Context: an optimization exercise on an open-source flow, tuned for small area and a short achievable clock period. The choices shown serve that exercise and are no tape-out recipe.
In this exercise RTL edits were held to simulation tests only and were not proved equivalent to the original.
No driver is modelled on the clock port, so clocking that relies on it looks cheaper here than on a real chip.
Power figures rest on the tool's default switching activity, not on a simulated workload.

==> zinc <==
Design sync_fifo, start of the top module:
module sync_fifo
(
input               clk,
input               rst_n,
input               wen,
input   [15:0]      data_in,
output              full,
input               ren,
output  [15:0]      data_out,
output              empty
);
reg  [3:0]  wr_hi, wr_lo;
reg  [15:0] rd_oh;
reg         full_r;
reg         nempty_r;
reg  [15:0] mem [0:15];
reg  [15:0] data_out_r;
assign full     = full_r;
assign empty    = ~nempty_r;
assign data_out = data_out_r;
wire push = wen & ~full_r;
wire pop  = ren & nempty_r;
wire [15:0] wr_oh;
genvar i;
generate
    for (i = 0; i < 16; i = i + 1) begin : sel
        assign wr_oh[i] = wr_hi[i/4] & wr_lo[i%4];
    end
endgenerate
wire [3:0]  wr_lo1 = {wr_lo[2:0], wr_lo[3]};
wire [3:0]  wr_hi1 = {wr_hi[2:0], wr_hi[3]};
wire [15:0] wr_oh1 = {wr_oh[14:0], wr_oh[15]};
wire [15:0] rd_oh1 = {rd_oh[14:0], rd_oh[15]};
wire [3:0]  rd_lo  = rd_oh[3:0] | rd_oh[7:4] | rd_oh[11:8] | rd_oh[15:12];
wire        last_word  = |(rd_oh1 & wr_oh);
wire        last_space = |(wr_oh1 & rd_oh);
always @(posedge clk or negedge rst_n)
begin
    if (!rst_n) begin
        wr_hi    <= 4'd1;
        wr_lo    <= 4'd1;
        rd_oh    <= 16'd1;
        full_r   <= 1'b0;
        nempty_r <= 1'b0;
    end else begin
        if (push & wr_lo[3])
            wr_hi <= wr_hi1;
        if (push)
            wr_lo <= (last_space & ~pop) ? 4'd0 : wr_lo1;
  ...
==> module sync_fifo, before the edit <==
module sync_fifo
(
input               clk,
input               rst_n,
input               wen,
input   [15:0]      data_in,
output              full,
input               ren,
output  [15:0]      data_out,
output              empty
);
reg  [3:0]  wr_hi, wr_lo;
reg  [15:0] rd_oh;
reg         full_r;
reg         nempty_r;
reg  [15:0] mem [0:15];
reg  [15:0] data_out_r;
assign full     = full_r;
assign empty    = ~nempty_r;
assign data_out = data_out_r;
wire push = wen & ~full_r;
wire pop  = ren & nempty_r;
wire [15:0] wr_oh;
genvar i;
generate
    for (i = 0; i < 16; i = i + 1) begin : sel
        assign wr_oh[i] = wr_hi[i/4] & wr_lo[i%4];
    end
endgenerate
wire [3:0]  wr_lo1 = {wr_lo[2:0], wr_lo[3]};
wire [3:0]  wr_hi1 = {wr_hi[2:0], wr_hi[3]};
wire [15:0] wr_oh1 = {wr_oh[14:0], wr_oh[15]};
wire [15:0] rd_oh1 = {rd_oh[14:0], rd_oh[15]};
wire [3:0]  rd_lo  = rd_oh[3:0] | rd_oh[7:4] | rd_oh[11:8] | rd_oh[15:12];
wire        last_word  = |(rd_oh1 & wr_oh);
wire        last_space = |(wr_oh1 & rd_oh);
always @(posedge clk or negedge rst_n)
begin
    if (!rst_n) begin
        wr_hi    <= 4'd1;
        wr_lo    <= 4'd1;
        rd_oh    <= 16'd1;
        full_r   <= 1'b0;
        nempty_r <= 1'b0;
    end else begin
        if (push & wr_lo[3])
            wr_hi <= wr_hi1;
        if (push)
            wr_lo <= (last_space & ~pop) ? 4'd0 : wr_lo1;
        else if (pop & full_r)
            wr_lo <= rd_lo;
        if (pop)  rd_oh <= rd_oh1;
        if (push)
            nempty_r <= 1'b1;
        else if (pop)
            nempty_r <= ~last_word;
        if (pop)
            full_r <= 1'b0;
        else if (push)
            full_r <= last_space;
    end
end
reg [15:0] rd_word;
integer k;
always @*
begin
    rd_word = 16'd0;
    for (k = 0; k < 16; k = k + 1)
        rd_word = rd_word | (mem[k] & {16{rd_oh[k]}});
end
generate
    for (i = 0; i < 16; i = i + 1) begin : row
        always @(posedge clk)
            if (wr_oh[i])
                mem[i] <= data_in;
    end
endgenerate
always @(posedge clk)
    if (pop)
        data_out_r <= rd_word;
endmodule
Settings: LEC_CHECK=0, CAP_MARGIN=20, CORE_MARGIN=2, CORE_UTILIZATION=55, CTS_CLUSTER_DIAMETER=100, CTS_CLUSTER_SIZE=30, SETUP_SLACK_MARGIN=1.75, SLEW_MARGIN=20; clock period 3.5 ns.
standard.sh (not shown) runs the stock make flow with config.mk's settings and CLKGATE_MAP_FILE= SYNTH_SCRIPT=/design/flow/synth_recipe.tcl, a recipe that flattens the netlist after the stock synthesis.
==> flow/flow/run.sh <==
#!/bin/bash
# The standard layout (the standard.sh: standard synthesis, floorplan,
# placement, CTS, routing, finish) with one change, made by a hook at the end
# of the CTS step (post_cts.tcl): the clock tree's upper levels are replaced by
# a few buffers fed straight from the clock port, each driving the nearest leaf
# buffers. Every register still gets its clock through two buffers, with the
# same arrival time for all of them; only the tree's depth shrinks.
set -euo pipefail
here=$(pwd)
export POST_CTS_TCL="$here/flow/post_cts.tcl"
export CLOCK_ROOTS=4
bash standard.sh > "$here/standard.log" 2>&1
==> flow/flow/post_cts.tcl <==
# Sourced by ORFS's cts.tcl (POST_CTS_TCL) after CTS and its timing repair.
# Replaces the clock tree's upper levels by CLOCK_ROOTS buffers fed straight
# from the clock port; each drives the leaf buffers nearest to it (k-means on
# the leaf buffers' positions). Then legalizes and repairs timing again.

proc restructure_clock {K} {
  set block [ord::get_db_block]
  set clknet [[$block findBTerm clk] getNet]
  set leaves {}
  set upper {}
  foreach inst [$block getInsts] {
    set n [$inst getName]
    if {[string match clkbuf_leaf_* $n]} {
      lappend leaves $inst
    } elseif {[string match clkbuf_* $n]} {
      lappend upper $inst
    }
  }
  set n [llength $leaves]
  if {$n < $K || [llength $upper] == 0} {
    puts "restructure_clock: $n leaf buffers, [llength $upper] upper buffers; tree left as it is"
    return
  }
  set pts {}
  foreach l $leaves {
    set b [$l getBBox]
    lappend pts [list [expr {([$b xMin] + [$b xMax]) / 2.0}] [expr {([$b yMin] + [$b yMax]) / 2.0}]]
  }
  # k-means, seeded by the leaves sorted by angle around their centre
  set cx 0.0; set cy 0.0
  foreach p $pts { set cx [expr {$cx + [lindex $p 0]}]; set cy [expr {$cy + [lindex $p 1]}] }
  set cx [expr {$cx / $n}]; set cy [expr {$cy / $n}]
  set ang {}
  foreach p $pts { lappend ang [list [expr {atan2([lindex $p 1] - $cy, [lindex $p 0] - $cx)}] $p] }
  set ang [lsort -real -index 0 $ang]
  set cents {}
  for {set k 0} {$k < $K} {incr k} { lappend cents [lindex [lindex $ang [expr {int(($k + 0.5) * $n / $K)}]] 1] }
  set asg {}
  for {set it 0} {$it < 100} {incr it} {
    set asg {}
    foreach p $pts {
      set best 0; set bd 1e30
      for {set k 0} {$k < $K} {incr k} {
        set c [lindex $cents $k]
        set d [expr {pow([lindex $p 0] - [lindex $c 0], 2) + pow([lindex $p 1] - [lindex $c 1], 2)}]
        if {$d < $bd} { set bd $d; set best $k }
      }
      lappend asg $best
    }
    set new {}
    for {set k 0} {$k < $K} {incr k} {
      set sx 0.0; set sy 0.0; set c 0
      foreach p $pts a $asg {
        if {$a == $k} { set sx [expr {$sx + [lindex $p 0]}]; set sy [expr {$sy + [lindex $p 1]}]; incr c }
      }
      if {$c > 0} { lappend new [list [expr {$sx / $c}] [expr {$sy / $c}]] } else { lappend new [lindex $cents $k] }
    }
    set cents $new
  }
  # every load of an upper-level buffer must be a buffer of the tree or a
  # dummy load; otherwise leave the tree as it is
  foreach u $upper {
    foreach it [[[$u findITerm X] getNet] getITerms] {
      set m [[$it getInst] getName]
      if {[$it getInst] ne $u && ![string match clkbuf_* $m] && ![string match clkload* $m]} {
        puts "restructure_clock: $m hangs on an upper level; tree left as it is"
        return
      }
    }
  }
  foreach u $upper {
    set onet [[$u findITerm X] getNet]
    foreach it [$onet getITerms] {
      set i [$it getInst]
      if {$i eq $u} continue
      if {[string match clkload* [$i getName]]} { odb::dbInst_destroy $i } else { $it disconnect }
    }
    odb::dbInst_destroy $u
    odb::dbNet_destroy $onet
  }
  set master [[ord::get_db] findMaster sky130_fd_sc_hd__clkbuf_16]
  for {set k 0} {$k < $K} {incr k} {
    set cnt 0
    foreach a $asg { if {$a == $k} { incr cnt } }
    if {$cnt == 0} continue
    set b [odb::dbInst_create $block $master clkroot_$k]
    set net [odb::dbNet_create $block clknet_root_$k]
    $net setSigType CLOCK
    [$b findITerm A] connect $clknet
    [$b findITerm X] connect $net
    set c [lindex $cents $k]
    $b setLocation [expr {int([lindex $c 0])}] [expr {int([lindex $c 1])}]
    $b setPlacementStatus PLACED
    foreach l $leaves a $asg { if {$a == $k} { [$l findITerm A] connect $net } }
    puts "restructure_clock: clkroot_$k drives $cnt leaf buffers"
  }
}

restructure_clock $::env(CLOCK_ROOTS)
detailed_placement
estimate_parasitics -placement
report_clock_latency -clock [all_clocks]
repair_timing_helper
detailed_placement
check_placement -verbose
estimate_parasitics -placement
report_clock_latency -clock [all_clocks]
puts "post_cts: setup WNS [worst_slack -max], hold WNS [worst_slack -min]"
==> inputs of nickel, as changes to zinc <==
==> flow/design.v (replaced) <==
module sync_fifo
(
input               clk,
input               rst_n,
input               wen,
input   [15:0]      data_in,
output              full,
input               ren,
output  [15:0]      data_out,
output              empty
);
reg  [15:0] wr_oh;
reg  [15:0] rd_oh;
reg         full_r;
reg         nempty_r;
reg  [15:0] mem [0:15];
reg  [15:0] data_out_r;
assign full     = full_r;
assign empty    = ~nempty_r;
assign data_out = data_out_r;
wire push = wen & ~full_r;
wire pop  = ren & nempty_r;
wire [15:0] wr_oh1     = {wr_oh[14:0], wr_oh[15]};
wire [15:0] rd_oh1     = {rd_oh[14:0], rd_oh[15]};
wire        last_word  = |(rd_oh1 & wr_oh);
wire        last_space = |(wr_oh1 & rd_oh);
always @(posedge clk or negedge rst_n)
begin
    if (!rst_n) begin
        wr_oh    <= 16'd1;
        rd_oh    <= 16'd1;
        full_r   <= 1'b0;
        nempty_r <= 1'b0;
    end else begin
        if (push) wr_oh <= wr_oh1;
        if (pop)  rd_oh <= rd_oh1;
        if (push)
            nempty_r <= 1'b1;
        else if (pop)
            nempty_r <= ~last_word;
        if (pop)
            full_r <= 1'b0;
        else if (push)
            full_r <= last_space;
    end
end
reg [15:0] rd_word;
integer k;
always @*
begin
    rd_word = 16'd0;
    for (k = 0; k < 16; k = k + 1)
        rd_word = rd_word | (mem[k] & {16{rd_oh[k]}});
end
genvar i;
generate
    for (i = 0; i < 16; i = i + 1) begin : row
        always @(posedge clk)
            if (wr_oh[i] & ~full_r)
                mem[i] <= data_in;
    end
endgenerate
always @(posedge clk)
    if (pop)
        data_out_r <= rd_word;
endmodule
==> flow/run.sh (new file) <==
#!/bin/bash
# synth_recipe.tcl (not shown) runs the flow's synth.tcl, then flattens the netlist and writes it again
# the make line also repeats each setting of config.mk as NAME=value (left out here)
make -C /OpenROAD-flow-scripts/flow DESIGN_CONFIG=/design/flow/config.mk WORK_HOME=/design/flow/orfs CLKGATE_MAP_FILE= SYNTH_SCRIPT=/design/flow/synth_recipe.tcl finish
--- a/flow/config.mk
+++ b/flow/config.mk
@@ -8,7 +8,8 @@
 export CAP_MARGIN = 20
 export CORE_MARGIN = 2
-export CORE_UTILIZATION = 55
+export CORE_UTILIZATION = 65
 export CTS_CLUSTER_DIAMETER = 100
 export CTS_CLUSTER_SIZE = 30
+export PLACE_DENSITY = 0.7
 export SETUP_SLACK_MARGIN = 1.75
 export SLEW_MARGIN = 20
removed: flow/flow/run.sh
removed: flow/flow/post_cts.tcl
removed: flow/standard.sh
==> inputs of onyx, as changes to zinc <==
--- a/flow/config.mk
+++ b/flow/config.mk
@@ -11,4 +11,5 @@
 export CTS_CLUSTER_DIAMETER = 100
 export CTS_CLUSTER_SIZE = 30
-export SETUP_SLACK_MARGIN = 1.75
+export PLACE_DENSITY = 0.85
+export SETUP_SLACK_MARGIN = 1.8
 export SLEW_MARGIN = 20
==> comparison <==
Routed wire length: nickel < onyx < zinc. Between nickel and zinc, the lower synthesized cell count is in nickel (gap about 10%, measured against zinc). In clock power, zinc and onyx hardly differ. The lowest setup slack belongs to nickel, the highest to onyx. Register-to-register slack, highest first: onyx, zinc, nickel. Fmax, highest first: onyx, zinc, nickel. In onyx the sequential cell count is lower than in nickel, by 8. In critical path depth, onyx and nickel do not differ. Die area is the same in onyx and zinc.
==> figures <==
Run status: onyx finished clean; nickel finished clean; zinc finished clean
Net switching fraction of the power: onyx 17.9%; nickel 18.6%; zinc 18.0%
Met3 layer usage reported by global route: onyx 5.49%; nickel 5.63%; zinc 4.58%
Worst reg2reg path depth: onyx 1; nickel 3; zinc 1
Number of buffers and inverters on the critical path: onyx 0; nickel 1; zinc 0
Fraction of synthesized area in multiplexers: onyx 0.773%; nickel 3.28%; zinc 0.773%
Post-CTS clock slew at the launch and capture registers of the worst setup and hold paths: onyx 120 ps; nickel 110 ps; zinc 110 ps
Destination of the worst register-to-register timing path: onyx mem[15][4]; nickel mem[12][10]; zinc mem[9][0]
Fin Hold WS: onyx 381 ps; nickel 558 ps; zinc 381 ps
Count of nets after finishing: onyx 674; nickel 639; zinc 693
Finished Layout Cells: onyx 921; nickel 847; zinc 944
Flip-flop and latch share of the layout cell area: onyx 73.1%; nickel 73.4%; zinc 72.2%
P per Cell Area: onyx 467 mW/mm²; nickel 480 mW/mm²; zinc 464 mW/mm²
Taps Inserted: onyx 265; nickel 220; zinc 265
Max-Slew Margin vs Limit: onyx 53.4%; nickel 57.0%; zinc 53.6%
Worst Max-Slew Pin Slew: onyx 699 ps; nickel 644 ps; zinc 696 ps
Largest clock skew in the final design: onyx 23.5 ps; nickel 37.1 ps; zinc 30.5 ps
Average cell area after synthesis: onyx 17.7 µm²; nickel 19.8 µm²; zinc 17.7 µm²
Worst hold path class: onyx in -> async; nickel reg -> reg; zinc in -> async

## what the ideal ports hide
The flow's constraints put no driver on any port. The routed layouts listed below were extracted and timed again, unchanged, in two steps.
Step 1, drivers: a clkbuf_16 drives clk and a buf_2 each remaining input, both assumed.
Step 2 times the ports against the registers' clock, not the clock port: input delays grow and output delays shrink by t, the midpoint of the rising clock arrivals with the driver on.
Three values: ideal, step 1, step 2; two values: the first two.
run	t (ns)	slack for setup (ns)	worst setup path after step 2	worst register clock-pin slew, ns
zinc	0.402	1.770 / 1.701 / 1.624	input to register	0.11 / 0.11
nickel	0.522	1.657 / 1.612 / 1.429	input to register	0.11 / 0.11
onyx	0.394	1.793 / 1.750 / 1.620	input to register	0.12 / 0.12
After both steps setup and hold are still met in every run listed. The setup slack of nickel, which loses most, moves by -0.045 ns with the drivers and by -0.228 ns with both steps.
